Context: an optimization exercise on an open-source flow, tuned for small area, a short achievable clock period and few clock cycles per item. The choices shown serve that exercise and are no tape-out recipe.
At most, simulation tests tie the RTL to the original design; equivalence was not proved.
For run 4, only the layout was checked, not whether the RTL still works.

==> run.sh <==
#!/bin/bash
# synth_recipe.tcl (not shown) runs the flow's synth.tcl, then flattens the netlist and writes it again
# the make line also repeats each setting of config.mk as NAME=value (left out here)
make -C /OpenROAD-flow-scripts/flow DESIGN_CONFIG=/design/flow/config.mk WORK_HOME=/design/flow/orfs CLKGATE_MAP_FILE= SYNTH_SCRIPT=/design/flow/synth_recipe.tcl finish
==> config.mk <==
export PLATFORM = sky130hd
export DESIGN_NAME = CordicAccelerator
export DESIGN_NICKNAME = CordicAccelerator
export VERILOG_FILES = /design/flow/design.v
export SDC_FILE = /design/flow/constraint.sdc
export NUM_CORES = 8
export LEC_CHECK = 0
export CAP_MARGIN = 20
export CORE_MARGIN = 2
export CORE_UTILIZATION = 60
export CTS_BUF_LIST = sky130_fd_sc_hd__clkbuf_8 sky130_fd_sc_hd__clkbuf_16
export CTS_CLUSTER_DIAMETER = 80
export CTS_CLUSTER_SIZE = 30
export GPL_ROUTABILITY_DRIVEN = 0
export SETUP_SLACK_MARGIN = 2.5
export SLEW_MARGIN = 20
==> constraint.sdc <==
create_clock -name core_clock -period 6.0 [get_ports {clock}]
set_input_delay 1.2000 -clock core_clock [delete_from_list [all_inputs] [get_ports {clock}]]
set_output_delay 1.2000 -clock core_clock [all_outputs]
set_load 0.01 [all_outputs]
==> design.v <==
module CordicAccelerator(
  input         clock,
  input         reset,
  input         cmd_valid,
  output        cmd_ready,
  input  [6:0]  cmd_funct,
  input  [4:0]  cmd_rd,
  input  [63:0] cmd_rs1,
  input  [63:0] cmd_rs2,
  output        resp_valid,
  input         resp_ready,
  output [4:0]  resp_rd,
  output [63:0] resp_data,
  output        busy
);
  function [31:0] addc(input [31:0] a, input [31:0] b, input c);
    reg [31:0] g, p, gg, pp, gn, pn;
    integer k, l;
    begin
      g = a & b;
      p = a ^ b;
      gg = g;
      pp = p;
      gg[0] = g[0] | (p[0] & c);
      pp[0] = 1'b0;
      gg[1] = g[1] | (p[1] & ~(~a[0] | ~b[0])) | (p[1] & p[0] & c);
      pp[1] = 1'b0;
      for (l = 0; l < 5; l = l + 1) begin
        gn = gg;
        pn = pp;
        for (k = 2; k < 32; k = k + 1)
          if (k[l]) begin
            gn[k] = gg[k] | (pp[k] & gg[((k >> l) << l) - 1]);
            pn[k] = pp[k] & pp[((k >> l) << l) - 1];
          end
        gg = gn;
        pp = pn;
      end
      addc = p ^ {gg[30:0], c};
    end
  endfunction
  function [31:0] suby(input [31:0] a, input [31:0] b, input m);
    reg [31:0] g, p, gg, pp, gn, pn;
    integer k, l;
    begin
      g = a & (~b | {32{m}});
      p = ~(a ^ (b & ~{32{m}}));
      gg = g;
      pp = p;
      gg[0] = g[0] | p[0];
      pp[0] = 1'b0;
      gg[1] = g[1] | (p[1] & a[0] & (~b[0] | m)) | (p[1] & p[0]);
      pp[1] = 1'b0;
      for (l = 0; l < 5; l = l + 1) begin
        gn = gg;
        pn = pp;
        for (k = 2; k < 32; k = k + 1)
          if (k[l]) begin
            gn[k] = gg[k] | (pp[k] & gg[((k >> l) << l) - 1]);
            pn[k] = pp[k] & pp[((k >> l) << l) - 1];
          end
        gg = gn;
        pp = pn;
      end
      suby = p ^ {gg[30:0], 1'b1};
    end
  endfunction
  wire recirc;    
  wire [31:0] res;
  wire [4:0] end_rd;
  wire take;      
  assign cmd_ready = take;
  wire accept = cmd_valid & take;
  wire [31:0] z0 = cmd_rs2[31:0];
  wire z0_fits = (z0[31:17] == {15{z0[31]}});
  wire [17:0] zc0 = z0_fits ? z0[17:0] : {z0[31], {17{~z0[31]}}};
  wire d1 = zc0[17];
  wire [17:0] zs2 = d1 ? zc0 + 18'd51472 : zc0 - 18'd51472;
  wire [16:0] z3 = (zs2[17:16] == {2{zs2[17]}}) ? zs2[16:0] : {zs2[17], {16{~zs2[17]}}};
  wire d6 = z0[31] ? ($signed(z0) < -32'sd51472) : ($signed(z0) < 32'sd51472);
  wire [31:0] x4 = cmd_rs1[31:0];
  wire [31:0] yt5 = ((cmd_rs1[31:0] ^ {32{d1}}) + {31'd0, d1}) ^ {32{~d6}};
  wire c2_7 = $signed(z0) < 32'sd81858;
  wire c2_8 = $signed(z0) < 32'sd21086;
  wire c2_9 = $signed(z0) < -32'sd21086;
  wire c2_10 = $signed(z0) < -32'sd81858;
  wire d11 = z0[31] ? (d6 ? c2_10 : c2_9) : (d6 ? c2_8 : c2_7);
  reg [31:0] p1_x, p1_y;
  reg [17:0] p1_z;
  reg p1_d1, p1_d2;
  reg [4:0] p1_rd;
  reg p1_fn, p1_dn, p1_v;
  always @(posedge clock) begin
    if (reset) p1_v <= 1'b0;
    else p1_v <= accept | recirc;
    p1_x <= recirc ? res : x4;
    p1_y <= recirc ? {32{~d6}} : yt5;
    p1_z <= zc0;
    p1_rd <= recirc ? end_rd : cmd_rd;
    p1_fn <= ~recirc & cmd_funct[0];
    p1_dn <= recirc;
    p1_d1 <= d6;
    p1_d2 <= d11;
  end
  wire [18:0] zk12 = p1_z[17] ? (p1_d1 ? (p1_d2 ? 19'sd97913 : 19'sd65803) : (p1_d2 ? 19'sd37141 : 19'sd5031)) : (p1_d1 ? (p1_d2 ? -19'sd5031 : -19'sd37141) : (p1_d2 ? -19'sd65803 : -19'sd97913));
  wire [18:0] zs13 = {p1_z[17], p1_z} + zk12;
  wire [31:0] ys16 = $signed(p1_y) >>> 1;
  wire [31:0] xs17 = $signed(p1_x) >>> 1;
  wire [31:0] x14 = addc(p1_x, ys16, ~p1_d1);
  wire [31:0] xg19 = xs17 & {32{~p1_dn}};
  wire [31:0] u18 = suby(p1_y, xs17, p1_dn);
  wire [31:0] yt15 = u18 ^ {32{p1_d1 ^ p1_d2}};
  reg [31:0] p2_x, p2_y;
  reg [4:0] p2_rd;
  reg p2_fn, p2_dn, p2_v;
  reg p2_d;
  reg [18:0] p2_z;
  always @(posedge clock) begin
    if (reset) p2_v <= 1'b0;
    else p2_v <= p1_v;
    p2_x <= x14;
    p2_y <= yt15;
    p2_rd <= p1_rd;
    p2_fn <= p1_fn;
    p2_dn <= p1_dn;
    p2_d <= p1_d2;
    p2_z <= zs13;
  end
  wire [18:0] zs20 = p2_z[18] ? p2_z + 19'd8150 : p2_z - 19'd8150;
  wire [13:0] z21 = (zs20[18:13] == {6{zs20[18]}}) ? zs20[13:0] : {zs20[18], {13{~zs20[18]}}};
  wire [31:0] ys24 = $signed(p2_y) >>> 2;
  wire [31:0] xs25 = $signed(p2_x) >>> 2;
  wire [31:0] x22 = addc(p2_x, ys24, ~p2_d);
  wire [31:0] xg27 = xs25 & {32{~p2_dn}};
  wire [31:0] u26 = suby(p2_y, xs25, p2_dn);
  wire [31:0] yt23 = u26 ^ {32{p2_d ^ p2_z[18]}};
  reg [31:0] p3_x, p3_y;
  reg [4:0] p3_rd;
  reg p3_fn, p3_dn, p3_v;
  reg p3_d;
  reg [13:0] p3_z;
  always @(posedge clock) begin
    if (reset) p3_v <= 1'b0;
    else p3_v <= p2_v;
    p3_x <= x22;
    p3_y <= yt23;
    p3_rd <= p2_rd;
    p3_fn <= p2_fn;
    p3_dn <= p2_dn;
    p3_d <= p2_z[18];
    p3_z <= z21;
  end
  wire [13:0] zs28 = p3_z[13] ? p3_z + 14'd4091 : p3_z - 14'd4091;
  wire [12:0] z29 = (zs28[13:12] == {2{zs28[13]}}) ? zs28[12:0] : {zs28[13], {12{~zs28[13]}}};
  wire [31:0] ys32 = $signed(p3_y) >>> 3;
  wire [31:0] xs33 = $signed(p3_x) >>> 3;
  wire [31:0] x30 = addc(p3_x, ys32, ~p3_d);
  wire [31:0] xg35 = xs33 & {32{~p3_dn}};
  wire [31:0] u34 = suby(p3_y, xs33, p3_dn);
  wire [31:0] yt31 = u34 ^ {32{p3_d ^ p3_z[13]}};
  reg [31:0] p4_x, p4_y;
  reg [4:0] p4_rd;
  reg p4_fn, p4_dn, p4_v;
  reg p4_d;
  reg [12:0] p4_z;
  always @(posedge clock) begin
    if (reset) p4_v <= 1'b0;
    else p4_v <= p3_v;
    p4_x <= x30;
    p4_y <= yt31;
    p4_rd <= p3_rd;
    p4_fn <= p3_fn;
    p4_dn <= p3_dn;
    p4_d <= p3_z[13];
    p4_z <= z29;
  end
  wire [12:0] zs36 = p4_z[12] ? p4_z + 13'd2047 : p4_z - 13'd2047;
  wire [11:0] z37 = (zs36[12:11] == {2{zs36[12]}}) ? zs36[11:0] : {zs36[12], {11{~zs36[12]}}};
  wire [31:0] ys40 = $signed(p4_y) >>> 4;
  wire [31:0] xs41 = $signed(p4_x) >>> 4;
  wire [31:0] x38 = addc(p4_x, ys40, ~p4_d);
  wire [31:0] xg43 = xs41 & {32{~p4_dn}};
  wire [31:0] u42 = suby(p4_y, xs41, p4_dn);
  wire [31:0] yt39 = u42 ^ {32{p4_d ^ p4_z[12]}};
  reg [31:0] p5_x, p5_y;
  reg [4:0] p5_rd;
  reg p5_fn, p5_dn, p5_v;
  reg p5_d;
  reg [11:0] p5_z;
  always @(posedge clock) begin
    if (reset) p5_v <= 1'b0;
    else p5_v <= p4_v;
    p5_x <= x38;
    p5_y <= yt39;
    p5_rd <= p4_rd;
    p5_fn <= p4_fn;
    p5_dn <= p4_dn;
    p5_d <= p4_z[12];
    p5_z <= z37;
  end
  wire [11:0] zs44 = p5_z[11] ? p5_z + 12'd1024 : p5_z - 12'd1024;
  wire [10:0] z45 = (zs44[11:10] == {2{zs44[11]}}) ? zs44[10:0] : {zs44[11], {10{~zs44[11]}}};
  wire [31:0] ys48 = $signed(p5_y) >>> 5;
  wire [31:0] xs49 = $signed(p5_x) >>> 5;
  wire [31:0] x46 = addc(p5_x, ys48, ~p5_d);
  wire [31:0] xg51 = xs49 & {32{~p5_dn}};
  wire [31:0] u50 = suby(p5_y, xs49, p5_dn);
  wire [31:0] yt47 = u50 ^ {32{p5_d ^ p5_z[11]}};
  reg [31:0] p6_x, p6_y;
  reg [4:0] p6_rd;
  reg p6_fn, p6_dn, p6_v;
  reg p6_d;
  reg [10:0] p6_z;
  always @(posedge clock) begin
    if (reset) p6_v <= 1'b0;
    else p6_v <= p5_v;
    p6_x <= x46;
    p6_y <= yt47;
    p6_rd <= p5_rd;
    p6_fn <= p5_fn;
    p6_dn <= p5_dn;
    p6_d <= p5_z[11];
    p6_z <= z45;
  end
  wire [10:0] zs52 = p6_z[10] ? p6_z + 11'd512 : p6_z - 11'd512;
  wire [9:0] z53 = (zs52[10:9] == {2{zs52[10]}}) ? zs52[9:0] : {zs52[10], {9{~zs52[10]}}};
  wire [31:0] ys56 = $signed(p6_y) >>> 6;
  wire [31:0] xs57 = $signed(p6_x) >>> 6;
  wire [31:0] x54 = addc(p6_x, ys56, ~p6_d);
  wire [31:0] xg59 = xs57 & {32{~p6_dn}};
  wire [31:0] u58 = suby(p6_y, xs57, p6_dn);
  wire [31:0] yt55 = u58 ^ {32{p6_d ^ p6_z[10]}};
  reg [31:0] p7_x, p7_y;
  reg [4:0] p7_rd;
  reg p7_fn, p7_dn, p7_v;
  reg p7_d;
  reg [9:0] p7_z;
  always @(posedge clock) begin
    if (reset) p7_v <= 1'b0;
    else p7_v <= p6_v;
    p7_x <= x54;
    p7_y <= yt55;
    p7_rd <= p6_rd;
    p7_fn <= p6_fn;
    p7_dn <= p6_dn;
    p7_d <= p6_z[10];
    p7_z <= z53;
  end
  wire [9:0] zs60 = p7_z[9] ? p7_z + 10'd256 : p7_z - 10'd256;
  wire [8:0] z61 = (zs60[9:8] == {2{zs60[9]}}) ? zs60[8:0] : {zs60[9], {8{~zs60[9]}}};
  wire [31:0] ys64 = $signed(p7_y) >>> 7;
  wire [31:0] xs65 = $signed(p7_x) >>> 7;
  wire [31:0] x62 = addc(p7_x, ys64, ~p7_d);
  wire [31:0] xg67 = xs65 & {32{~p7_dn}};
  wire [31:0] u66 = suby(p7_y, xs65, p7_dn);
  wire [31:0] yt63 = u66 ^ {32{p7_d ^ p7_z[9]}};
  reg [31:0] p8_x, p8_y;
  reg [4:0] p8_rd;
  reg p8_fn, p8_dn, p8_v;
  reg p8_d;
  reg [8:0] p8_z;
  always @(posedge clock) begin
    if (reset) p8_v <= 1'b0;
    else p8_v <= p7_v;
    p8_x <= x62;
    p8_y <= yt63;
    p8_rd <= p7_rd;
    p8_fn <= p7_fn;
    p8_dn <= p7_dn;
    p8_d <= p7_z[9];
    p8_z <= z61;
  end
  wire [8:0] zs68 = p8_z[8] ? p8_z + 9'd128 : p8_z - 9'd128;
  wire [7:0] z69 = (zs68[8:7] == {2{zs68[8]}}) ? zs68[7:0] : {zs68[8], {7{~zs68[8]}}};
  wire [31:0] ys72 = $signed(p8_y) >>> 8;
  wire [31:0] xs73 = $signed(p8_x) >>> 8;
  wire [31:0] x70 = addc(p8_x, ys72, ~p8_d);
  wire [31:0] xg75 = xs73 & {32{~p8_dn}};
  wire [31:0] u74 = suby(p8_y, xs73, p8_dn);
  wire [31:0] yt71 = u74 ^ {32{p8_d ^ p8_z[8]}};
  reg [31:0] p9_x, p9_y;
  reg [4:0] p9_rd;
  reg p9_fn, p9_dn, p9_v;
  reg p9_d;
  reg [7:0] p9_z;
  always @(posedge clock) begin
    if (reset) p9_v <= 1'b0;
    else p9_v <= p8_v;
    p9_x <= x70;
    p9_y <= yt71;
    p9_rd <= p8_rd;
    p9_fn <= p8_fn;
    p9_dn <= p8_dn;
    p9_d <= p8_z[8];
    p9_z <= z69;
  end
  wire [7:0] zs76 = p9_z[7] ? p9_z + 8'd64 : p9_z - 8'd64;
  wire [6:0] z77 = (zs76[7:6] == {2{zs76[7]}}) ? zs76[6:0] : {zs76[7], {6{~zs76[7]}}};
  wire [31:0] ys80 = $signed(p9_y) >>> 9;
  wire [31:0] xs81 = $signed(p9_x) >>> 9;
  wire [31:0] x78 = addc(p9_x, ys80, ~p9_d);
  wire [31:0] xg83 = xs81 & {32{~p9_dn}};
  wire [31:0] u82 = suby(p9_y, xs81, p9_dn);
  wire [31:0] yt79 = u82 ^ {32{p9_d ^ p9_z[7]}};
  reg [31:0] p10_x, p10_y;
  reg [4:0] p10_rd;
  reg p10_fn, p10_dn, p10_v;
  reg p10_d;
  reg [6:0] p10_z;
  always @(posedge clock) begin
    if (reset) p10_v <= 1'b0;
    else p10_v <= p9_v;
    p10_x <= x78;
    p10_y <= yt79;
    p10_rd <= p9_rd;
    p10_fn <= p9_fn;
    p10_dn <= p9_dn;
    p10_d <= p9_z[7];
    p10_z <= z77;
  end
  wire [6:0] zs84 = p10_z[6] ? p10_z + 7'd32 : p10_z - 7'd32;
  wire [5:0] z85 = (zs84[6:5] == {2{zs84[6]}}) ? zs84[5:0] : {zs84[6], {5{~zs84[6]}}};
  wire [31:0] ys88 = $signed(p10_y) >>> 10;
  wire [31:0] xs89 = $signed(p10_x) >>> 10;
  wire [31:0] x86 = addc(p10_x, ys88, ~p10_d);
  wire [31:0] xg91 = xs89 & {32{~p10_dn}};
  wire [31:0] u90 = suby(p10_y, xs89, p10_dn);
  wire [31:0] yt87 = u90 ^ {32{p10_d ^ p10_z[6]}};
  reg [31:0] p11_x, p11_y;
  reg [4:0] p11_rd;
  reg p11_fn, p11_dn, p11_v;
  reg p11_d;
  reg [5:0] p11_z;
  always @(posedge clock) begin
    if (reset) p11_v <= 1'b0;
    else p11_v <= p10_v;
    p11_x <= x86;
    p11_y <= yt87;
    p11_rd <= p10_rd;
    p11_fn <= p10_fn;
    p11_dn <= p10_dn;
    p11_d <= p10_z[6];
    p11_z <= z85;
  end
  wire [5:0] zs92 = p11_z[5] ? p11_z + 6'd16 : p11_z - 6'd16;
  wire [4:0] z93 = (zs92[5:4] == {2{zs92[5]}}) ? zs92[4:0] : {zs92[5], {4{~zs92[5]}}};
  wire [31:0] ys96 = $signed(p11_y) >>> 11;
  wire [31:0] xs97 = $signed(p11_x) >>> 11;
  wire [31:0] x94 = addc(p11_x, ys96, ~p11_d);
  wire [31:0] xg99 = xs97 & {32{~p11_dn}};
  wire [31:0] u98 = suby(p11_y, xs97, p11_dn);
  wire [31:0] yt95 = u98 ^ {32{p11_d ^ p11_z[5]}};
  reg [31:0] p12_x, p12_y;
  reg [4:0] p12_rd;
  reg p12_fn, p12_dn, p12_v;
  reg p12_d;
  reg [4:0] p12_z;
  always @(posedge clock) begin
    if (reset) p12_v <= 1'b0;
    else p12_v <= p11_v;
    p12_x <= x94;
    p12_y <= yt95;
    p12_rd <= p11_rd;
    p12_fn <= p11_fn;
    p12_dn <= p11_dn;
    p12_d <= p11_z[5];
    p12_z <= z93;
  end
  wire [4:0] zs100 = p12_z[4] ? p12_z + 5'd8 : p12_z - 5'd8;
  wire [3:0] z101 = (zs100[4:3] == {2{zs100[4]}}) ? zs100[3:0] : {zs100[4], {3{~zs100[4]}}};
  wire [31:0] ys104 = $signed(p12_y) >>> 12;
  wire [31:0] xs105 = $signed(p12_x) >>> 12;
  wire [31:0] x102 = addc(p12_x, ys104, ~p12_d);
  wire [31:0] xg107 = xs105 & {32{~p12_dn}};
  wire [31:0] u106 = suby(p12_y, xs105, p12_dn);
  wire [31:0] yt103 = u106 ^ {32{p12_d ^ p12_z[4]}};
  reg [31:0] p13_x, p13_y;
  reg [4:0] p13_rd;
  reg p13_fn, p13_dn, p13_v;
  reg p13_d;
  reg [3:0] p13_z;
  always @(posedge clock) begin
    if (reset) p13_v <= 1'b0;
    else p13_v <= p12_v;
    p13_x <= x102;
    p13_y <= yt103;
    p13_rd <= p12_rd;
    p13_fn <= p12_fn;
    p13_dn <= p12_dn;
    p13_d <= p12_z[4];
    p13_z <= z101;
  end
  wire [3:0] zs108 = p13_z[3] ? p13_z + 4'd4 : p13_z - 4'd4;
  wire [2:0] z109 = (zs108[3:2] == {2{zs108[3]}}) ? zs108[2:0] : {zs108[3], {2{~zs108[3]}}};
  wire [31:0] ys112 = $signed(p13_y) >>> 13;
  wire [31:0] xs113 = $signed(p13_x) >>> 13;
  wire [31:0] x110 = addc(p13_x, ys112, ~p13_d);
  wire [31:0] xg115 = xs113 & {32{~p13_dn}};
  wire [31:0] u114 = suby(p13_y, xs113, p13_dn);
  wire [31:0] yt111 = u114 ^ {32{p13_d ^ p13_z[3]}};
  reg [31:0] p14_x, p14_y;
  reg [4:0] p14_rd;
  reg p14_fn, p14_dn, p14_v;
  reg p14_d;
  reg [2:0] p14_z;
  always @(posedge clock) begin
    if (reset) p14_v <= 1'b0;
    else p14_v <= p13_v;
    p14_x <= x110;
    p14_y <= yt111;
    p14_rd <= p13_rd;
    p14_fn <= p13_fn;
    p14_dn <= p13_dn;
    p14_d <= p13_z[3];
    p14_z <= z109;
  end
  wire [2:0] zs116 = p14_z[2] ? p14_z + 3'd2 : p14_z - 3'd2;
  wire [1:0] z117 = (zs116[2:1] == {2{zs116[2]}}) ? zs116[1:0] : {zs116[2], {1{~zs116[2]}}};
  wire [31:0] ys120 = $signed(p14_y) >>> 14;
  wire [31:0] xs121 = $signed(p14_x) >>> 14;
  wire [31:0] x118 = addc(p14_x, ys120, ~p14_d);
  wire [31:0] xg123 = xs121 & {32{~p14_dn}};
  wire [31:0] u122 = suby(p14_y, xs121, p14_dn);
  wire [31:0] yt119 = u122 ^ {32{p14_d ^ p14_z[2]}};
  reg [31:0] p15_x, p15_y;
  reg [4:0] p15_rd;
  reg p15_fn, p15_dn, p15_v;
  reg p15_d;
  reg [1:0] p15_z;
  always @(posedge clock) begin
    if (reset) p15_v <= 1'b0;
    else p15_v <= p14_v;
    p15_x <= x118;
    p15_y <= yt119;
    p15_rd <= p14_rd;
    p15_fn <= p14_fn;
    p15_dn <= p14_dn;
    p15_d <= p14_z[2];
    p15_z <= z117;
  end
  wire [1:0] zs124 = p15_z[1] ? p15_z + 2'd1 : p15_z - 2'd1;
  wire z125 = zs124[1];
  wire [31:0] ys128 = $signed(p15_y) >>> 15;
  wire [31:0] xs129 = $signed(p15_x) >>> 15;
  wire [31:0] x126 = addc(p15_x, ys128, ~p15_d);
  wire [31:0] xg131 = xs129 & {32{~p15_dn}};
  wire [31:0] u130 = suby(p15_y, xs129, p15_dn);
  wire [31:0] yt127 = u130 ^ {32{p15_d ^ p15_z[1]}};
  reg [31:0] p16_x, p16_y;
  reg [4:0] p16_rd;
  reg p16_fn, p16_dn, p16_v;
  reg p16_d;
  reg p16_z;
  always @(posedge clock) begin
    if (reset) p16_v <= 1'b0;
    else p16_v <= p15_v;
    p16_x <= x126;
    p16_y <= yt127;
    p16_rd <= p15_rd;
    p16_fn <= p15_fn;
    p16_dn <= p15_dn;
    p16_d <= p15_z[1];
    p16_z <= z125;
  end
  wire [31:0] ys134 = $signed(p16_y) >>> 16;
  wire [31:0] xs135 = $signed(p16_x) >>> 16;
  wire [31:0] x132 = addc(p16_x, ys134, ~p16_d);
  wire [31:0] xg137 = xs135 & {32{~p16_dn}};
  wire [31:0] u136 = suby(p16_y, xs135, p16_dn);
  wire [31:0] yt133 = u136 ^ {32{p16_d ^ p16_z}};
  reg [31:0] p17_x, p17_y;
  reg [4:0] p17_rd;
  reg p17_fn, p17_dn, p17_v;
  reg p17_d;
  always @(posedge clock) begin
    if (reset) p17_v <= 1'b0;
    else p17_v <= p16_v;
    p17_x <= x132;
    p17_y <= yt133;
    p17_rd <= p16_rd;
    p17_fn <= p16_fn;
    p17_dn <= p16_dn;
    p17_d <= p16_z;
  end
  wire [31:0] ys140 = $signed(p17_y) >>> 17;
  wire [31:0] xs141 = $signed(p17_x) >>> 17;
  wire [31:0] x138 = addc(p17_x, ys140, ~p17_d);
  wire [31:0] xg143 = xs141 & {32{~p17_dn}};
  wire [31:0] u142 = suby(p17_y, xs141, p17_dn);
  wire [31:0] yt139 = u142 ^ {32{p17_d ^ p17_d}};
  reg [31:0] p18_x, p18_y;
  reg [4:0] p18_rd;
  reg p18_fn, p18_dn, p18_v;
  reg p18_d;
  always @(posedge clock) begin
    if (reset) p18_v <= 1'b0;
    else p18_v <= p17_v;
    p18_x <= x138;
    p18_y <= yt139;
    p18_rd <= p17_rd;
    p18_fn <= p17_fn;
    p18_dn <= p17_dn;
    p18_d <= p17_d;
  end
  wire [31:0] ys146 = $signed(p18_y) >>> 18;
  wire [31:0] xs147 = $signed(p18_x) >>> 18;
  wire [31:0] x144 = addc(p18_x, ys146, ~p18_d);
  wire [31:0] xg149 = xs147 & {32{~p18_dn}};
  wire [31:0] u148 = suby(p18_y, xs147, p18_dn);
  wire [31:0] yt145 = u148 ^ {32{p18_d ^ p18_d}};
  reg [31:0] p19_x, p19_y;
  reg [4:0] p19_rd;
  reg p19_fn, p19_dn, p19_v;
  reg p19_d;
  always @(posedge clock) begin
    if (reset) p19_v <= 1'b0;
    else p19_v <= p18_v;
    p19_x <= x144;
    p19_y <= yt145;
    p19_rd <= p18_rd;
    p19_fn <= p18_fn;
    p19_dn <= p18_dn;
    p19_d <= p18_d;
  end
  wire [31:0] ys152 = $signed(p19_y) >>> 19;
  wire [31:0] xs153 = $signed(p19_x) >>> 19;
  wire [31:0] x150 = addc(p19_x, ys152, ~p19_d);
  wire [31:0] xg155 = xs153 & {32{~p19_dn}};
  wire [31:0] u154 = suby(p19_y, xs153, p19_dn);
  wire [31:0] yt151 = u154 ^ {32{p19_d ^ p19_d}};
  reg [31:0] p20_x, p20_y;
  reg [4:0] p20_rd;
  reg p20_fn, p20_dn, p20_v;
  reg p20_d;
  always @(posedge clock) begin
    if (reset) p20_v <= 1'b0;
    else p20_v <= p19_v;
    p20_x <= x150;
    p20_y <= yt151;
    p20_rd <= p19_rd;
    p20_fn <= p19_fn;
    p20_dn <= p19_dn;
    p20_d <= p19_d;
  end
  wire [31:0] ys158 = $signed(p20_y) >>> 20;
  wire [31:0] xs159 = $signed(p20_x) >>> 20;
  wire [31:0] x156 = addc(p20_x, ys158, ~p20_d);
  wire [31:0] xg161 = xs159 & {32{~p20_dn}};
  wire [31:0] u160 = suby(p20_y, xs159, p20_dn);
  wire [31:0] yt157 = u160 ^ {32{p20_d ^ p20_d}};
  reg [31:0] p21_x, p21_y;
  reg [4:0] p21_rd;
  reg p21_fn, p21_dn, p21_v;
  reg p21_d;
  always @(posedge clock) begin
    if (reset) p21_v <= 1'b0;
    else p21_v <= p20_v;
    p21_x <= x156;
    p21_y <= yt157;
    p21_rd <= p20_rd;
    p21_fn <= p20_fn;
    p21_dn <= p20_dn;
    p21_d <= p20_d;
  end
  wire [31:0] ys164 = $signed(p21_y) >>> 21;
  wire [31:0] xs165 = $signed(p21_x) >>> 21;
  wire [31:0] x162 = addc(p21_x, ys164, ~p21_d);
  wire [31:0] xg167 = xs165 & {32{~p21_dn}};
  wire [31:0] u166 = suby(p21_y, xs165, p21_dn);
  wire [31:0] yt163 = u166 ^ {32{p21_d ^ p21_d}};
  reg [31:0] p22_x, p22_y;
  reg [4:0] p22_rd;
  reg p22_fn, p22_dn, p22_v;
  reg p22_d;
  always @(posedge clock) begin
    if (reset) p22_v <= 1'b0;
    else p22_v <= p21_v;
    p22_x <= x162;
    p22_y <= yt163;
    p22_rd <= p21_rd;
    p22_fn <= p21_fn;
    p22_dn <= p21_dn;
    p22_d <= p21_d;
  end
  wire [31:0] ys170 = $signed(p22_y) >>> 22;
  wire [31:0] xs171 = $signed(p22_x) >>> 22;
  wire [31:0] x168 = addc(p22_x, ys170, ~p22_d);
  wire [31:0] xg173 = xs171 & {32{~p22_dn}};
  wire [31:0] u172 = suby(p22_y, xs171, p22_dn);
  wire [31:0] yt169 = u172 ^ {32{p22_d ^ p22_d}};
  reg [31:0] p23_x, p23_y;
  reg [4:0] p23_rd;
  reg p23_fn, p23_dn, p23_v;
  reg p23_d;
  always @(posedge clock) begin
    if (reset) p23_v <= 1'b0;
    else p23_v <= p22_v;
    p23_x <= x168;
    p23_y <= yt169;
    p23_rd <= p22_rd;
    p23_fn <= p22_fn;
    p23_dn <= p22_dn;
    p23_d <= p22_d;
  end
  wire [31:0] ys176 = $signed(p23_y) >>> 23;
  wire [31:0] xs177 = $signed(p23_x) >>> 23;
  wire [31:0] x174 = addc(p23_x, ys176, ~p23_d);
  wire [31:0] xg179 = xs177 & {32{~p23_dn}};
  wire [31:0] u178 = suby(p23_y, xs177, p23_dn);
  wire [31:0] yt175 = u178 ^ {32{p23_d ^ p23_d}};
  reg [31:0] p24_x, p24_y;
  reg [4:0] p24_rd;
  reg p24_fn, p24_dn, p24_v;
  reg p24_d;
  always @(posedge clock) begin
    if (reset) p24_v <= 1'b0;
    else p24_v <= p23_v;
    p24_x <= x174;
    p24_y <= yt175;
    p24_rd <= p23_rd;
    p24_fn <= p23_fn;
    p24_dn <= p23_dn;
    p24_d <= p23_d;
  end
  wire [31:0] ys182 = $signed(p24_y) >>> 24;
  wire [31:0] xs183 = $signed(p24_x) >>> 24;
  wire [31:0] x180 = addc(p24_x, ys182, ~p24_d);
  wire [31:0] xg185 = xs183 & {32{~p24_dn}};
  wire [31:0] u184 = suby(p24_y, xs183, p24_dn);
  wire [31:0] yt181 = u184 ^ {32{p24_d ^ p24_d}};
  reg [31:0] p25_x, p25_y;
  reg [4:0] p25_rd;
  reg p25_fn, p25_dn, p25_v;
  reg p25_d;
  always @(posedge clock) begin
    if (reset) p25_v <= 1'b0;
    else p25_v <= p24_v;
    p25_x <= x180;
    p25_y <= yt181;
    p25_rd <= p24_rd;
    p25_fn <= p24_fn;
    p25_dn <= p24_dn;
    p25_d <= p24_d;
  end
  wire [31:0] ys188 = $signed(p25_y) >>> 25;
  wire [31:0] xs189 = $signed(p25_x) >>> 25;
  wire [31:0] x186 = addc(p25_x, ys188, ~p25_d);
  wire [31:0] xg191 = xs189 & {32{~p25_dn}};
  wire [31:0] u190 = suby(p25_y, xs189, p25_dn);
  wire [31:0] yt187 = u190 ^ {32{p25_d ^ p25_d}};
  reg [31:0] p26_x, p26_y;
  reg [4:0] p26_rd;
  reg p26_fn, p26_dn, p26_v;
  reg p26_d;
  always @(posedge clock) begin
    if (reset) p26_v <= 1'b0;
    else p26_v <= p25_v;
    p26_x <= x186;
    p26_y <= yt187;
    p26_rd <= p25_rd;
    p26_fn <= p25_fn;
    p26_dn <= p25_dn;
    p26_d <= p25_d;
  end
  wire [31:0] ys194 = $signed(p26_y) >>> 26;
  wire [31:0] xs195 = $signed(p26_x) >>> 26;
  wire [31:0] x192 = addc(p26_x, ys194, ~p26_d);
  wire [31:0] xg197 = xs195 & {32{~p26_dn}};
  wire [31:0] u196 = suby(p26_y, xs195, p26_dn);
  wire [31:0] yt193 = u196 ^ {32{p26_d ^ p26_d}};
  reg [31:0] p27_x, p27_y;
  reg [4:0] p27_rd;
  reg p27_fn, p27_dn, p27_v;
  reg p27_d;
  always @(posedge clock) begin
    if (reset) p27_v <= 1'b0;
    else p27_v <= p26_v;
    p27_x <= x192;
    p27_y <= yt193;
    p27_rd <= p26_rd;
    p27_fn <= p26_fn;
    p27_dn <= p26_dn;
    p27_d <= p26_d;
  end
  wire [31:0] ys200 = $signed(p27_y) >>> 27;
  wire [31:0] xs201 = $signed(p27_x) >>> 27;
  wire [31:0] x198 = addc(p27_x, ys200, ~p27_d);
  wire [31:0] xg203 = xs201 & {32{~p27_dn}};
  wire [31:0] u202 = suby(p27_y, xs201, p27_dn);
  wire [31:0] yt199 = u202 ^ {32{p27_d ^ p27_d}};
  reg [31:0] p28_x, p28_y;
  reg [4:0] p28_rd;
  reg p28_fn, p28_dn, p28_v;
  reg p28_d;
  always @(posedge clock) begin
    if (reset) p28_v <= 1'b0;
    else p28_v <= p27_v;
    p28_x <= x198;
    p28_y <= yt199;
    p28_rd <= p27_rd;
    p28_fn <= p27_fn;
    p28_dn <= p27_dn;
    p28_d <= p27_d;
  end
  wire [31:0] ys206 = $signed(p28_y) >>> 28;
  wire [31:0] xs207 = $signed(p28_x) >>> 28;
  wire [31:0] x204 = addc(p28_x, ys206, ~p28_d);
  wire [31:0] xg209 = xs207 & {32{~p28_dn}};
  wire [31:0] u208 = suby(p28_y, xs207, p28_dn);
  wire [31:0] yt205 = u208 ^ {32{p28_d ^ p28_d}};
  reg [31:0] p29_x, p29_y;
  reg [4:0] p29_rd;
  reg p29_fn, p29_dn, p29_v;
  reg p29_d;
  always @(posedge clock) begin
    if (reset) p29_v <= 1'b0;
    else p29_v <= p28_v;
    p29_x <= x204;
    p29_y <= yt205;
    p29_rd <= p28_rd;
    p29_fn <= p28_fn;
    p29_dn <= p28_dn;
    p29_d <= p28_d;
  end
  wire [31:0] ys212 = $signed(p29_y) >>> 29;
  wire [31:0] xs213 = $signed(p29_x) >>> 29;
  wire [31:0] x210 = addc(p29_x, ys212, ~p29_d);
  wire [31:0] xg215 = xs213 & {32{~p29_dn}};
  wire [31:0] u214 = suby(p29_y, xs213, p29_dn);
  wire [31:0] yt211 = u214 ^ {32{p29_d ^ p29_d}};
  reg [31:0] p30_x, p30_y;
  reg [4:0] p30_rd;
  reg p30_fn, p30_dn, p30_v;
  reg p30_d;
  always @(posedge clock) begin
    if (reset) p30_v <= 1'b0;
    else p30_v <= p29_v;
    p30_x <= x210;
    p30_y <= yt211;
    p30_rd <= p29_rd;
    p30_fn <= p29_fn;
    p30_dn <= p29_dn;
    p30_d <= p29_d;
  end
  wire [31:0] ys218 = $signed(p30_y) >>> 30;
  wire [31:0] xs219 = $signed(p30_x) >>> 30;
  wire [31:0] x216 = addc(p30_x, ys218, ~p30_d);
  wire [31:0] xg221 = xs219 & {32{~p30_dn}};
  wire [31:0] u220 = suby(p30_y, xs219, p30_dn);
  wire [31:0] yt217 = u220 ^ {32{p30_d ^ p30_d}};
  reg [31:0] p31_x, p31_y;
  reg [4:0] p31_rd;
  reg p31_fn, p31_dn, p31_v;
  reg p31_d;
  always @(posedge clock) begin
    if (reset) p31_v <= 1'b0;
    else p31_v <= p30_v;
    p31_x <= x216;
    p31_y <= yt217;
    p31_rd <= p30_rd;
    p31_fn <= p30_fn;
    p31_dn <= p30_dn;
    p31_d <= p30_d;
  end
  wire [31:0] y31 = p31_y ^ {32{~p31_d}};
  wire [31:0] exi = p31_x + 32'd1;
  wire [31:0] exn = ~p31_x + 32'd1;
  wire [31:0] exd = ~exn;   
  wire [31:0] eys = (p31_y + 32'd1) ^ {32{~p31_d}};
  wire [31:0] exs = p31_d ? exd : exi;
  assign res = p31_fn ? (p31_x[31] ? eys : y31) : (y31[31] ? exs : p31_x);
  assign end_rd = p31_rd;
  wire end_v = p31_v;
  reg [31:0] h_data;
  reg [4:0] h_rd;
  reg hv, busy_r;
  reg blocked;
  reg [4:0] wait_n;
  wire wait_0 = (wait_n == 5'd0);
  wire h_free = ~hv | resp_ready;
  wire push = end_v & h_free & (~blocked | wait_0);
  assign recirc = end_v & ~push;
  assign take = ~blocked & (~end_v | h_free);   
  wire hv_n = push | (hv & ~resp_ready);
  wire inflight_n = hv_n |
      (accept | recirc) |
      p1_v |
      p2_v |
      p3_v |
      p4_v |
      p5_v |
      p6_v |
      p7_v |
      p8_v |
      p9_v |
      p10_v |
      p11_v |
      p12_v |
      p13_v |
      p14_v |
      p15_v |
      p16_v |
      p17_v |
      p18_v |
      p19_v |
      p20_v |
      p21_v |
      p22_v |
      p23_v |
      p24_v |
      p25_v |
      p26_v |
      p27_v |
      p28_v |
      p29_v |
      p30_v;
  always @(posedge clock) begin
    if (reset) begin
      hv <= 1'b0;
      busy_r <= 1'b0;
      blocked <= 1'b0;
    end else begin
      hv <= hv_n;
      busy_r <= inflight_n;
      if (recirc & (~blocked | wait_0))
        blocked <= 1'b1;
      else if (push & blocked)
        blocked <= 1'b0;
    end
    if (recirc & (~blocked | wait_0))
      wait_n <= 5'd30;
    else
      wait_n <= wait_n - 5'd1;
    if (push) begin
      h_data <= res;
      h_rd <= end_rd;
    end
  end
  assign resp_valid = hv;
  assign resp_rd = h_rd;
  assign resp_data = {32'h0, h_data};
  assign busy = busy_r;
endmodule
==> out/qor.txt, run 1 <==
Outcome: complete, no violations
CP max-delay cell: clkdlybuf4s50_1
Worst Max-Slew Pin Slew: 1.10 ns
Via Count: 97700
Reg clk slew, reported paths: 0.11 ns
Delay of the slowest cell on the worst path: 0.52 ns
Relative slew slack: 26.1%
Period minus WS final: 3.43 ns
Worst Setup Slack post-DPL: 1.60 ns
Main synth FF type: dfxtp_1
Number of global-route vias before repair: 98100
Post-synth design cell area: 138000 µm²
Core area: 229000 µm²
Setup violators final: 0
Synth Instances: 13800
Via-to-Cell Ratio: 5.66
Clk root buf: clkbuf_16
Placed cells: 16900
Clock Tree Buf Depth: 3
Synth-to-Final Area Change: 9.54%
Top-area cell type share of the netlist area: 35.0%
Antenna violations before repair: 9
Slew Viols, Final: 0
Antenna violation net count after detailed routing: 0
Type of the worst setup path: in -> out
Total routed wirelength: 323000 µm
DP Area: 143000 µm²
Share of cells above drive strength 1: 6.67%
Most frequent cells in the layout: dfxtp_1 (2347), ha_1 (1911), xnor2_1 (1530)
Initial core utilization: 60.2%
Hold WC Path Type: reg -> reg
CTS tree: done
Most common cell after layout, fill and taps aside: dfxtp_1
Post-synth top area cell: dfxtp_1
Post-Route Utilization: 66.0%
Final setup margin: 2.57 ns
Fill cells: 18300
Sequential area share after synthesis: 35.8%
Critical path arrival: 2.23 ns
Critical path fanouts, max: 2
DIE AREA: 234000 µm²
EDFF count, synth: 37
Synthesized flop and latch total: 2450
First drt pass iteration count: 5
Fin cells: 17300
Maxcap violations: 0
NumNets Final: 16500
Ports: 216
FP Rows: 176
Clock Skews: 0.0363 ns
Finished Cell Area: 151000 µm²
Port Buffers: 113
Final Hold Fails: 0
Startpoint Class: input port
GRT Residual Overflow: 0
First-pass GRT wire length: 514000 µm
F_max: 291 MHz
Skew-Pair Late Insertion Delay: 0.84 ns
Die Ht: 484 µm
Sequential cell area: 49600 µm²
WP data required: 4.80 ns
Critical path, cell by cell: clkdlybuf4s50_1 > nor2b_4 > a21oi_1 > clkdlybuf4s15_1
Dpl hpwl: 254000 µm
Total GRT Usage: 26.8%
Part of the cycle the worst path needs: 57.2%
Smallest hold slack: 0.316 ns
DRT iter0 DRCs: 5037
Cts bufs inserted: 139
Largest net degree at the start of global routing: 56
Chip width: 484 µm
Avg Inst Size Synth: 9.98 µm²
RSZ-0062 raised after global routing: yes
WP buf/inv: 2
Area occupied by multi-input gates: 88600 µm²
Largest cells by area after synthesis: dfxtp_1 (35%), ha_1 (17%), xnor2_1 (9.7%)
Average routed wire per standard cell: 18.7 µm
Clock sink count: 2450
YS warnings: 1
Kind of cell adding the most delay to the critical path: buffers and inverters
Htree depth: 4
Yosys cell types: 120
Post-route setup TNS: 0 ns
Drt drc: 0
Worst setup EP type: output port
Ys async rst share: 0%
## layout make-up
type | instances | share of cell area, %
clock buffer | 145 | 2.35
tap | 3026 | 2.50
antenna | 2 | 0.00331
multi-input combinational | 10700 | 58.5
sequential | 2450 | 32.8
inverter | 516 | 1.28
clock inverter | 111 | 0.914
timing repair buffer | 280 | 1.68
## Yosys cell counts, drive strengths merged, types with 47 or more instances
master and number:
nand4 109, a211oi 55, clkbuf 114, and2 63, xnor2 1531, xor2 668, buf 66, o21a 235
ha 1930, o21bai 96, nand2b 621, a21boi 48, a31oi 72, nand2 558, dfxtp 2413, a21oi 875
nor2b 267, o31ai 47, a21o 626, inv 515, nor2 823, nor3 306, and4 55, fa 274
nand3 206, o21ai 464, or3 89, and3 124
## final timing paths
check	from	endpoint	slack (ns)	cells past startpoint
max reg2reg	p5_dn	p6_y[31]	2.59	16
min reg2reg	p6_z[8]	p7_z[8]	0.32	0
max	resp_ready	cmd_ready	2.57	4
min	p6_z[8]	p7_z[8]	0.32	0
## logic make-up (layout without fill, tap and decap cells)
kind of cell / Yosys count / count (layout) / share of synthesized area (%)
AND/OR/NAND/NOR: 3327 / 3335 / 12.3
AO/OA/AOI/OAI: 2922 / 2923 / 14.2
flip-flops: 2450 / 2450 / 35.8
adder cells (fa/ha/maj): 2204 / 2204 / 21.4
XOR/XNOR: 2199 / 2199 / 13.9
buffers and inverters: 696 / 1052 / 1.99
multiplexers: 40 / 40 / 0.311
other: 1 / 34 / 0.00271
## timing repair
action | 4_1_cts | 5_1_grt
endpoints found under the setup margin | 376 | 253
gates resized for setup | 162 | 306
buffers inserted | 11 | 112
pin swaps | 10 | 85
gates cloned | 5 | 4
hold buffers | 0 | 0
## routing by layer
layer	track usage (%)	wire, µm	vias up
met3	2.70	12100	399
li1	-	-	48900
met1	37.9	156000	46700
met2	44.0	147000	1641
met4	6.15	7650	2
met5	0	8	-
Testbench counts, summed over its fixed seeds: cycles 1,856, items 1,600.
==> inputs of run 2 (changes only) <==
--- a/config.mk
+++ b/config.mk
@@ -9,3 +9,3 @@
 export CORE_MARGIN = 2
-export CORE_UTILIZATION = 60
+export CORE_UTILIZATION = 50
 export CTS_BUF_LIST = sky130_fd_sc_hd__clkbuf_8 sky130_fd_sc_hd__clkbuf_16
==> run 2 against run 1 <==
Net effect:
- flip-flop and latch count did not move
- highest routed layer unchanged
- die area rose by 20%
- largest cell class unchanged
- global-route usage is 4.2 points lower
- fmax shrank 1.7%
- worst hold slack improved by 0.0078 ns
==> out/qor.txt, run 2 <==
Core area: 274000 µm²
Synth Instances: 13800
XOR/XNOR share of the synthesized area: 13.9%
Post-route setup TNS: 0 ns
Worst R2R Start: p31_d
Share of cells above drive strength 1: 6.45%
Startpoint Class: flop
DRT iter0 DRCs: 4498
Largest family of logic cells by synthesized area: adder cells
Critical path fanouts, max: 54
Part of the cycle the worst path needs: 58.2%
Length in cells of the worst reg-to-reg path: 8
WP data required: 6.50 ns
Hold_sp: p22_fn
Die Ht: 530 µm
Clock sink count: 2450
Initial core utilization: 50.4%
YS warnings: 1
Clock Skews: 0.0832 ns
Cts bufs inserted: 146
Antenna violation net count after detailed routing: 0
RSZ-0062 raised after global routing: yes
Final setup margin: 2.51 ns
Number of global-route vias before repair: 98200
Via-to-Cell Ratio: 5.42
Setup violators final: 0
Avg Inst Size Synth: 9.98 µm²
Top-area cell type share of the netlist area: 35.0%
Worst setup EP type: flop
Post-CTS Hold Fix Bufs: 0
CTS tree: done
F_max: 287 MHz
First-pass GRT wire length: 516000 µm
Dpl hpwl: 256000 µm
Htree depth: 4
Reg clk slew, reported paths: 0.11 ns
Total routed wirelength: 324000 µm
Mux contribution to synthesized area: 0.311%
GRT Residual Overflow: 0
Sequential area share after synthesis: 35.8%
Total GRT Usage: 22.5%
Hold WC Path Type: reg -> reg
Smallest hold slack: 0.324 ns
Skew-Pair Late Insertion Delay: 0.86 ns
EDFF count, synth: 37
Main synth FF type: dfxtp_1
Crit path to: h_data[13]
Maxcap violations: 0
NumNets Final: 16500
Period minus WS final: 3.49 ns
Yosys cell types: 120
Ys async rst share: 0%
Relative slew slack: 18.2%
Average routed wire per standard cell: 18.1 µm
Fin cells: 17900
Most frequent cells in the layout: dfxtp_1 (2344), ha_1 (1917), xnor2_1 (1525)
Setup crit start: p31_d
Drt drc: 0
DP Area: 144000 µm²
Worst Max-Slew Pin Slew: 1.21 ns
Ports: 216
Worst Setup Slack post-DPL: 1.63 ns
Post-synth top cells: dfxtp_1 (2413), ha_1 (1930), xnor2_1 (1531)
Outcome: complete, no violations
Most common cell after layout, fill and taps aside: dfxtp_1
First drt pass iteration count: 8
Port Buffers: 113
Placed cells: 17500
Type of the worst setup path: reg -> reg
Critical path arrival: 3.99 ns
Largest cells by area after synthesis: dfxtp_1 (35%), ha_1 (17%), xnor2_1 (9.7%)
Post-Route Utilization: 55.3%
Synth-to-Final Area Change: 9.90%
Antenna violations before repair: 25
Via Count: 97200
Post-synth top area cell: dfxtp_1
Final Hold Fails: 0
Clk root buf: clkbuf_16
Clock Tree Buf Depth: 4
Finished Cell Area: 152000 µm²
Chip width: 530 µm
Synthesized flop and latch total: 2450
Post-synth design cell area: 138000 µm²
DIE AREA: 281000 µm²
Largest net degree at the start of global routing: 56
Worst r2r dst: h_data[13]
Most frequent cell after synthesis: dfxtp_1
Adder-Cell Fraction of Synth Area: 21.4%
Compound-Gate Fraction of Synth Area: 14.2%
Synth Area in Simple Gates: 12.3%
FP Rows: 192
Reg2Reg Setup Slack: 2.51 ns
Slew Viols, Final: 0
-- run 2: cell count changes in the layout (fill, tap and decap cells not counted), sizes merged, moves of 2 or more --
cell    change
clkbuf     +16
inv        -13
diode      +11
buf         -5
bufinv      -3
clkinv      -2
-- run 2: what timing repair did --
action,CTS,global route
buffers inserted,11,107
gates cloned,5,4
endpoints found under the setup margin,377,270
gates resized for setup,156,245
pin swaps,14,71
-- run 2: worst min path at each step --
stage               slack, ns  cells after the start        end
floorplan                0.31                      0     p10_fn
global placement         0.31                      0   p3_rd[4]
detailed placement       0.31                      0  p29_rd[0]
CTS                      0.33                      0   p3_rd[4]
global route             0.33                      0   p6_rd[4]
finish                   0.32                      0     p23_fn
-- run 2: layout make-up --
type / instances / area [µm²]
Clock inverter: 93 / 1140
Fill cell: 24100 / 123000
Tap cell: 3686 / 4610
Inverter: 516 / 1940
Antenna cell: 13 / 32.5
Multi-Input combinational cell: 10700 / 88200
Timing Repair Buffer: 276 / 2460
Sequential cell: 2450 / 49600
Clock buffer: 159 / 3870
-- run 2: cells by family (layout without fill, tap and decap cells) --
group,after synthesis,in the layout
other,1,45
adders and majority gates,2204,2204
muxes,40,40
buffers and inverters,696,1044
DFF,2450,2450
and+or+nand+nor,3327,3336
AOI/OAI and AO/OA,2922,2922
xor gates and xnor gates,2199,2199
-- run 2: metal layers --
metal  vias to the layer above  track usage, %  wire, µm
met5                         -               0        68
met4                        10            5.36      7930
met3                       435            2.57     12800
met2                      1536            37.0    146000
met1                     46300            31.6    157000
li1                      48900               -         -
-- run 2: worst max-delay path, cell delays in order (launching register included) --
cell      delay, ns
dfxtp_2        0.34
clkbuf_8       0.41
nor4b_1        0.30
nand3_1        0.18
or3_1          0.41
a211o_1        0.30
o21ai_2        0.09
xnor2_1        0.13
o21ai_0        0.96
==> inputs of run 3 (changes only) <==
--- a/config.mk
+++ b/config.mk
@@ -9,3 +9,3 @@
 export CORE_MARGIN = 2
-export CORE_UTILIZATION = 50
+export CORE_UTILIZATION = 65
 export CTS_BUF_LIST = sky130_fd_sc_hd__clkbuf_8 sky130_fd_sc_hd__clkbuf_16
==> run 3 against run 2 <==
Net effect:
- clock skew shrank 0.054 ns
- routed wire length shrank 2.5%
- synthesized area unchanged
- largest cell class unchanged
- critical path depth decreased by 4
- worst hold slack improved by 0.0013 ns
- global-route usage is 5.9 points higher
- utilization is 16 points higher
- non-clock buffer count shrank 16
- still clean on timing, DRC and antenna
- highest routed layer unchanged
- die area shrank 23%
==> out/qor.txt, run 3 <==
Worst Max-Slew Pin Slew: 1.12 ns
Startpoint Class: input port
Antenna violations before repair: 7
Synth-to-Final Area Change: 8.93%
Skew-Pair Late Insertion Delay: 0.85 ns
Antenna violation net count after detailed routing: 0
Met3 Usage GRT: 2.95%
YS warnings: 1
GRT Residual Overflow: 0
Post-Route Utilization: 71.1%
Most frequent cells in the layout: dfxtp_1 (2344), ha_1 (1921), xnor2_1 (1529)
Maxcap violations: 0
FP Rows: 169
Share of cells above drive strength 1: 6.34%
Largest cells by area after synthesis: dfxtp_1 (35%), ha_1 (17%), xnor2_1 (9.7%)
Placed cells: 16700
Dpl hpwl: 247000 µm
Total routed wirelength: 316000 µm
Met2 usage: 46.9%
First-pass GRT wire length: 506000 µm
Avg Inst Size Synth: 9.98 µm²
Smallest hold slack: 0.326 ns
Initial core utilization: 65.3%
Final Hold Fails: 0
Clock Skews: 0.0297 ns
Sequential area share after synthesis: 35.8%
Hold WC Path Type: reg -> reg
Total GRT Usage: 28.4%
Number of global-route vias before repair: 98800
Ys async rst share: 0%
Part of the cycle the worst path needs: 57.5%
Clock sink count: 2450
Post-synth top cells: dfxtp_1 (2413), ha_1 (1930), xnor2_1 (1531)
Synthesized flop and latch total: 2450
NumNets Final: 16400
Reg2Reg Setup Slack: 2.57 ns
DRT iter0 DRCs: 5635
Worst setup EP type: output port
Relative slew slack: 24.6%
First drt pass iteration count: 5
Via Count: 98400
Cts bufs inserted: 135
Type of the worst setup path: in -> out
Yosys cell types: 120
Ports: 216
Htree depth: 4
Most common cell after layout, fill and taps aside: dfxtp_1
Outcome: complete, no violations
Fill cells: 15800
M1 GR Usage: 40.0%
Main synth FF type: dfxtp_1
Period minus WS final: 3.45 ns
Post-route setup TNS: 0 ns
Setup violators final: 0
Port Buffers: 113
Slew Viols, Final: 0
Critical path arrival: 2.25 ns
Post-CTS Hold Fix Bufs: 0
Core area: 212000 µm²
Reg clk slew, reported paths: 0.11 ns
Most frequent cell after synthesis: dfxtp_1
Die Ht: 465 µm
Average routed wire per standard cell: 18.6 µm
Top-area cell type share of the netlist area: 35.0%
Via-to-Cell Ratio: 5.78
Clk root buf: clkbuf_16
Busiest grt layer: met2
Clock Tree Buf Depth: 3
Critical path fanouts, max: 2
Post-synth top area cell: dfxtp_1
WP data required: 4.80 ns
Chip width: 465 µm
Post-synth design cell area: 138000 µm²
Synth Instances: 13800
EDFF count, synth: 37
DIE AREA: 216000 µm²
RSZ-0062 raised after global routing: yes
F_max: 290 MHz
CTS tree: done
Drt drc: 0
Fin cells: 17000
Largest net degree at the start of global routing: 56
[run 3: metrics by stage]
step / cell area, µm² / setup WS, ns
finish: 151000 / 2.55
global route: 151000 / 2.42
CTS: 148000 / 2.47
detailed placement: 143000 / 1.44
global placement: 143000 / 1.66
floorplan: 138000 / 2.47
[run 3: worst paths after layout]
check                           startpoint   endpoint  cells after the start
worst max-delay path            resp_ready  cmd_ready                      4
worst min-delay path              p11_z[1]   p12_z[1]                      0
worst max register to register       p7_dn   p8_y[31]                     13
worst min register to register    p11_z[1]   p12_z[1]                      0
[run 3: worst max-delay path, cell delays in order]
cell             delay, ns
clkdlybuf4s50_1       0.52
nor2b_4               0.05
a21oi_1               0.18
dlygate4sd2_1         0.29
[run 3: what timing repair did]
action,4_1_cts,5_1_grt
buffers inserted,11,86
pin swaps,11,55
resized for setup,152,268
cloned,5,7
endpoints found under the setup margin,338,276
[run 3: cell families after synthesis]
kind of cell | share of synthesized area (%)
flip-flops | 35.8
XOR/XNOR | 13.9
AO/OA/AOI/OAI | 14.2
adder cells (fa/ha/maj) | 21.4
multiplexers | 0.311
AND/OR/NAND/NOR | 12.3
buffers and inverters | 1.99
other | 0.00271
[run 3: layout make-up]
type	instances	area, µm²	area share (%)
antenna	4	10.0	0.00665
clock buffer	138	3420	2.27
clock inverter	108	1430	0.948
inverter	516	1940	1.29
multi-input combinational	10700	88200	58.6
sequential	2450	49600	32.9
tap	2821	3530	2.35
timing repair buffer	260	2410	1.60
[run 3: layer usage]
layer	wire length (µm)	vias to the layer above	part of all wire [%]
li1	-	48900	-
met1	150000	47200	47
met4	7640	4	2.4
met5	25	-	0.0079
met2	145000	1869	46
met3	13500	445	4.3
==> inputs of run 4 (changes only) <==
--- a/design.v
+++ b/design.v
@@ -76,4 +76,4 @@
   wire [17:0] zc0 = z0_fits ? z0[17:0] : {z0[31], {17{~z0[31]}}};
-  wire d1 = zc0[17];
-  wire [17:0] zs2 = d1 ? zc0 + 18'd51472 : zc0 - 18'd51472;
+  wire d1 = z0[31];
+  wire [17:0] zs2 = zc0 + (d1 ? 18'd51472 : -18'd51472);
   wire [16:0] z3 = (zs2[17:16] == {2{zs2[17]}}) ? zs2[16:0] : {zs2[17], {16{~zs2[17]}}};
@@ -128,3 +128,3 @@
   end
-  wire [18:0] zs20 = p2_z[18] ? p2_z + 19'd8150 : p2_z - 19'd8150;
+  wire [18:0] zs20 = p2_z + (p2_z[18] ? 19'd8150 : -19'd8150);
   wire [13:0] z21 = (zs20[18:13] == {6{zs20[18]}}) ? zs20[13:0] : {zs20[18], {13{~zs20[18]}}};
@@ -152,3 +152,3 @@
   end
-  wire [13:0] zs28 = p3_z[13] ? p3_z + 14'd4091 : p3_z - 14'd4091;
+  wire [13:0] zs28 = p3_z + (p3_z[13] ? 14'd4091 : -14'd4091);
   wire [12:0] z29 = (zs28[13:12] == {2{zs28[13]}}) ? zs28[12:0] : {zs28[13], {12{~zs28[13]}}};
@@ -176,3 +176,3 @@
   end
-  wire [12:0] zs36 = p4_z[12] ? p4_z + 13'd2047 : p4_z - 13'd2047;
+  wire [12:0] zs36 = p4_z + (p4_z[12] ? 13'd2047 : -13'd2047);
   wire [11:0] z37 = (zs36[12:11] == {2{zs36[12]}}) ? zs36[11:0] : {zs36[12], {11{~zs36[12]}}};
@@ -200,3 +200,3 @@
   end
-  wire [11:0] zs44 = p5_z[11] ? p5_z + 12'd1024 : p5_z - 12'd1024;
+  wire [11:0] zs44 = p5_z + (p5_z[11] ? 12'd1024 : -12'd1024);
   wire [10:0] z45 = (zs44[11:10] == {2{zs44[11]}}) ? zs44[10:0] : {zs44[11], {10{~zs44[11]}}};
@@ -224,3 +224,3 @@
   end
-  wire [10:0] zs52 = p6_z[10] ? p6_z + 11'd512 : p6_z - 11'd512;
+  wire [10:0] zs52 = p6_z + (p6_z[10] ? 11'd512 : -11'd512);
   wire [9:0] z53 = (zs52[10:9] == {2{zs52[10]}}) ? zs52[9:0] : {zs52[10], {9{~zs52[10]}}};
@@ -248,3 +248,3 @@
   end
-  wire [9:0] zs60 = p7_z[9] ? p7_z + 10'd256 : p7_z - 10'd256;
+  wire [9:0] zs60 = p7_z + (p7_z[9] ? 10'd256 : -10'd256);
   wire [8:0] z61 = (zs60[9:8] == {2{zs60[9]}}) ? zs60[8:0] : {zs60[9], {8{~zs60[9]}}};
@@ -272,3 +272,3 @@
   end
-  wire [8:0] zs68 = p8_z[8] ? p8_z + 9'd128 : p8_z - 9'd128;
+  wire [8:0] zs68 = p8_z + (p8_z[8] ? 9'd128 : -9'd128);
   wire [7:0] z69 = (zs68[8:7] == {2{zs68[8]}}) ? zs68[7:0] : {zs68[8], {7{~zs68[8]}}};
@@ -296,3 +296,3 @@
   end
-  wire [7:0] zs76 = p9_z[7] ? p9_z + 8'd64 : p9_z - 8'd64;
+  wire [7:0] zs76 = p9_z + (p9_z[7] ? 8'd64 : -8'd64);
   wire [6:0] z77 = (zs76[7:6] == {2{zs76[7]}}) ? zs76[6:0] : {zs76[7], {6{~zs76[7]}}};
@@ -320,3 +320,3 @@
   end
-  wire [6:0] zs84 = p10_z[6] ? p10_z + 7'd32 : p10_z - 7'd32;
+  wire [6:0] zs84 = p10_z + (p10_z[6] ? 7'd32 : -7'd32);
   wire [5:0] z85 = (zs84[6:5] == {2{zs84[6]}}) ? zs84[5:0] : {zs84[6], {5{~zs84[6]}}};
@@ -344,3 +344,3 @@
   end
-  wire [5:0] zs92 = p11_z[5] ? p11_z + 6'd16 : p11_z - 6'd16;
+  wire [5:0] zs92 = p11_z + (p11_z[5] ? 6'd16 : -6'd16);
   wire [4:0] z93 = (zs92[5:4] == {2{zs92[5]}}) ? zs92[4:0] : {zs92[5], {4{~zs92[5]}}};
@@ -368,3 +368,3 @@
   end
-  wire [4:0] zs100 = p12_z[4] ? p12_z + 5'd8 : p12_z - 5'd8;
+  wire [4:0] zs100 = p12_z + (p12_z[4] ? 5'd8 : -5'd8);
   wire [3:0] z101 = (zs100[4:3] == {2{zs100[4]}}) ? zs100[3:0] : {zs100[4], {3{~zs100[4]}}};
@@ -392,3 +392,3 @@
   end
-  wire [3:0] zs108 = p13_z[3] ? p13_z + 4'd4 : p13_z - 4'd4;
+  wire [3:0] zs108 = p13_z + (p13_z[3] ? 4'd4 : -4'd4);
   wire [2:0] z109 = (zs108[3:2] == {2{zs108[3]}}) ? zs108[2:0] : {zs108[3], {2{~zs108[3]}}};
@@ -416,3 +416,3 @@
   end
-  wire [2:0] zs116 = p14_z[2] ? p14_z + 3'd2 : p14_z - 3'd2;
+  wire [2:0] zs116 = p14_z + (p14_z[2] ? 3'd2 : -3'd2);
   wire [1:0] z117 = (zs116[2:1] == {2{zs116[2]}}) ? zs116[1:0] : {zs116[2], {1{~zs116[2]}}};
@@ -440,3 +440,3 @@
   end
-  wire [1:0] zs124 = p15_z[1] ? p15_z + 2'd1 : p15_z - 2'd1;
+  wire [1:0] zs124 = p15_z + (p15_z[1] ? 2'd1 : -2'd1);
   wire z125 = zs124[1];
--- a/config.mk
+++ b/config.mk
@@ -9,3 +9,3 @@
 export CORE_MARGIN = 2
-export CORE_UTILIZATION = 65
+export CORE_UTILIZATION = 60
 export CTS_BUF_LIST = sky130_fd_sc_hd__clkbuf_8 sky130_fd_sc_hd__clkbuf_16
==> run 4 against run 3 <==
Net effect:
- highest routed layer unchanged
- register-to-register slack got worse by 0.08 ns
- synthesized cell count is 2.0% lower
- final cell count is 0.28% lower
- critical path depth grew 10
- routed wire length down 3.1%
- worst hold slack lost 0.020 ns
- fmax decreased by 1.8%
==> out/qor.txt, run 4 <==
Outcome: complete, no violations
DRT iter0 DRCs: 4891
Synth-to-Final Area Change: 9.62%
F_max: 285 MHz
Startpoint Class: flop
Share of cells above drive strength 1: 6.64%
Most frequent cells in the layout: dfxtp_1 (2353), ha_1 (1907), xnor2_1 (1558)
Fill cells: 18100
Critical path fanouts, max: 8
Largest cells by area after synthesis: dfxtp_1 (35%), ha_1 (18%), xnor2_1 (10%)
Cts bufs inserted: 143
EDFF count, synth: 37
WP data required: 6.71 ns
Most common cell after layout, fill and taps aside: dfxtp_1
Worst Max-Slew Pin Slew: 1.12 ns
Smallest hold slack: 0.305 ns
Chip width: 482 µm
Reg clk slew, reported paths: 0.11 ns
Synth Instances: 13600
Ys async rst share: 0%
Fin cells: 17000
Clock Skews: 0.0373 ns
First-pass GRT wire length: 488000 µm
Core area: 227000 µm²
Type of the worst setup path: reg -> reg
Via-to-Cell Ratio: 5.64
Largest net degree at the start of global routing: 57
Post-synth top area cell: dfxtp_1
Antenna violations before repair: 16
Clock sink count: 2450
Setup violators final: 0
First drt pass iteration count: 6
Most frequent cell after synthesis: dfxtp_1
Placed cells: 16600
GRT Residual Overflow: 0
Worst setup EP type: flop
DIE AREA: 232000 µm²
Critical path arrival: 4.22 ns
Port Buffers: 113
Via Count: 95800
Dpl hpwl: 241000 µm
Antenna violation net count after detailed routing: 0
Total routed wirelength: 306000 µm
Skew-Pair Late Insertion Delay: 0.83 ns
Number of global-route vias before repair: 97300
Sequential area share after synthesis: 36.0%
Relative slew slack: 24.2%
Clock Tree Buf Depth: 3
Synthesized flop and latch total: 2450
Die Ht: 482 µm
Post-route setup TNS: 0 ns
Maxcap violations: 0
YS warnings: 1
Post-synth top cells: dfxtp_1 (2413), ha_1 (1930), xnor2_1 (1560)
Average routed wire per standard cell: 18.0 µm
Initial core utilization: 60.3%
Clk root buf: clkbuf_16
Ports: 216
Top-area cell type share of the netlist area: 35.2%
Hold WC Path Type: reg -> reg
Total GRT Usage: 25.6%
Yosys cell types: 80
Final Hold Fails: 0
Slew Viols, Final: 0
Part of the cycle the worst path needs: 58.5%
Period minus WS final: 3.51 ns
CTS tree: done
Post-Route Utilization: 66.1%
FP Rows: 175
RSZ-0062 raised after global routing: yes
Post-synth design cell area: 137000 µm²
Htree depth: 4
Main synth FF type: dfxtp_1
NumNets Final: 16200
Drt drc: 0
Avg Inst Size Synth: 10.1 µm²
run 4: cell count changes in the layout (fill, tap and decap cells not counted), sizes merged, moves of 52 or more:
cell   previous run  this run
a21o            626       782
a21oi           875       936
nand2           558       442
nor2            823       594
nor3            306       193
o21ai           464       383
or2              28        80
xor2            668       745
run 4: repair_timing:
| action | CTS | global route |
|---|---|---|
| pin swaps | 40 | 60 |
| buffers inserted | 56 | 69 |
| gates cloned | 8 | 6 |
| endpoints found under the setup margin | 465 | 232 |
| resized for setup | 253 | 209 |
| hold buffers | 0 | 0 |
run 4: critical path, stage by stage, from the launching register on:
cell	delay (ns)
dfxtp_4	0.38
nand2b_4	0.21
ha_2	0.22
a21o_1	0.18
a21o_1	0.17
a21o_1	0.20
a221oi_2	0.32
o32ai_1	0.12
buf_4	0.18
o211a_1	0.22
o211a_1	0.25
a22o_1	0.23
or4_4	0.45
and2_4	0.16
xor2_1	0.13
run 4: area by class of cell:
| class | count | area (µm²) | area share (%) |
|---|---|---|---|
| diodes | 4 | 10.0 | 0.00666 |
| clock buffers | 148 | 3650 | 2.43 |
| inverters | 490 | 1850 | 1.23 |
| flip-flops and latches | 2450 | 49600 | 33.0 |
| multi-input cells | 10500 | 87600 | 58.3 |
| repair buffers | 277 | 2470 | 1.64 |
| clock inverters | 115 | 1380 | 0.917 |
| well taps | 3009 | 3760 | 2.50 |
run 4: path summary, 6_finish.rpt:
kind	start	endpoint	cells past startpoint	slack (ns)
min reg2reg	p29_rd[0]	p30_rd[0]	0	0.31
min	p29_rd[0]	p30_rd[0]	0	0.31
max	p22_dn	p23_y[30]	14	2.49
max reg2reg	p22_dn	p23_y[30]	14	2.49
run 4: kinds of logic (layout without fill, tap and decap cells):
group	after synthesis	count (layout)	share of synthesized area, %
adder cells (fa/ha/maj)	2204	2204	21.6
multiplexers	47	47	0.365
AO/OA/AOI/OAI	2994	2994	14.2
AND/OR/NAND/NOR	2895	2909	11.1
flip-flops	2450	2450	36.0
buffers and inverters	670	1030	1.92
XOR/XNOR	2305	2305	14.7
other	1	36	0.00274
run 4: stage by stage:
| stage | cell area, µm² | setup WS [ns] |
|---|---|---|
| 4_1_cts | 149000 | 2.44 |
| 6_report | 150000 | 2.49 |
| 3_5_place_dp | 142000 | 1.27 |
| 3_3_place_gp | 142000 | 1.46 |
| 5_1_grt | 150000 | 2.38 |
| 2_1_floorplan | 137000 | 2.47 |
run 4: layer usage:
layer	vias up	track usage [%]	share of wire (%)
li1	48100	-	-
met1	46000	33.9	46
met2	1308	44.3	48
met3	410	2.96	3.8
met4	2	6.26	2.4
met5	-	0	0.0042

==> separate check: timing with driven ports <==
The flow's constraints put no driver on any port. The routed layouts listed below were extracted and timed again, unchanged, in two steps. Step 1 (the two cells are an assumption about what drives the block):
set clk [get_ports {clock}]
set_driving_cell -lib_cell sky130_fd_sc_hd__clkbuf_16 $clk
set_driving_cell -lib_cell sky130_fd_sc_hd__buf_2 [delete_from_list [all_inputs] $clk]
Step 2 adds t to the input delays and takes it off the output delays; t is the mean of the earliest and latest rising clock arrival at the registers after step 1. Input paths then give back, and output paths get back, about the clock's delay inside the block. Slacks: no drivers / after step 1 / after step 2; pairs: no drivers / after step 1.
| run | t, ns | slack for setup (ns) | clock arrival spread, ns | worst slew at a driven data input, ns | pins driven straight from the clock port |
|---|---|---|---|---|---|
| run 1 | 0.919 | 2.569 / 2.537 / 1.802 | 0.038 / 0.037 | 0.06 | 1 |
| run 2 | 0.918 | 2.510 / 2.510 / 1.806 | 0.092 / 0.093 | 0.14 | 1 |
| run 3 | 0.922 | 2.549 / 2.526 / 1.678 | 0.045 / 0.045 | 0.13 | 1 |
| run 4 | 0.895 | 2.487 / 2.487 / 1.770 | 0.041 / 0.041 | 0.04 | 1 |
After both steps setup and hold are still met in every run listed. The setup slack of run 3, which loses most, moves by -0.023 ns with the drivers and by -0.871 ns with both steps.
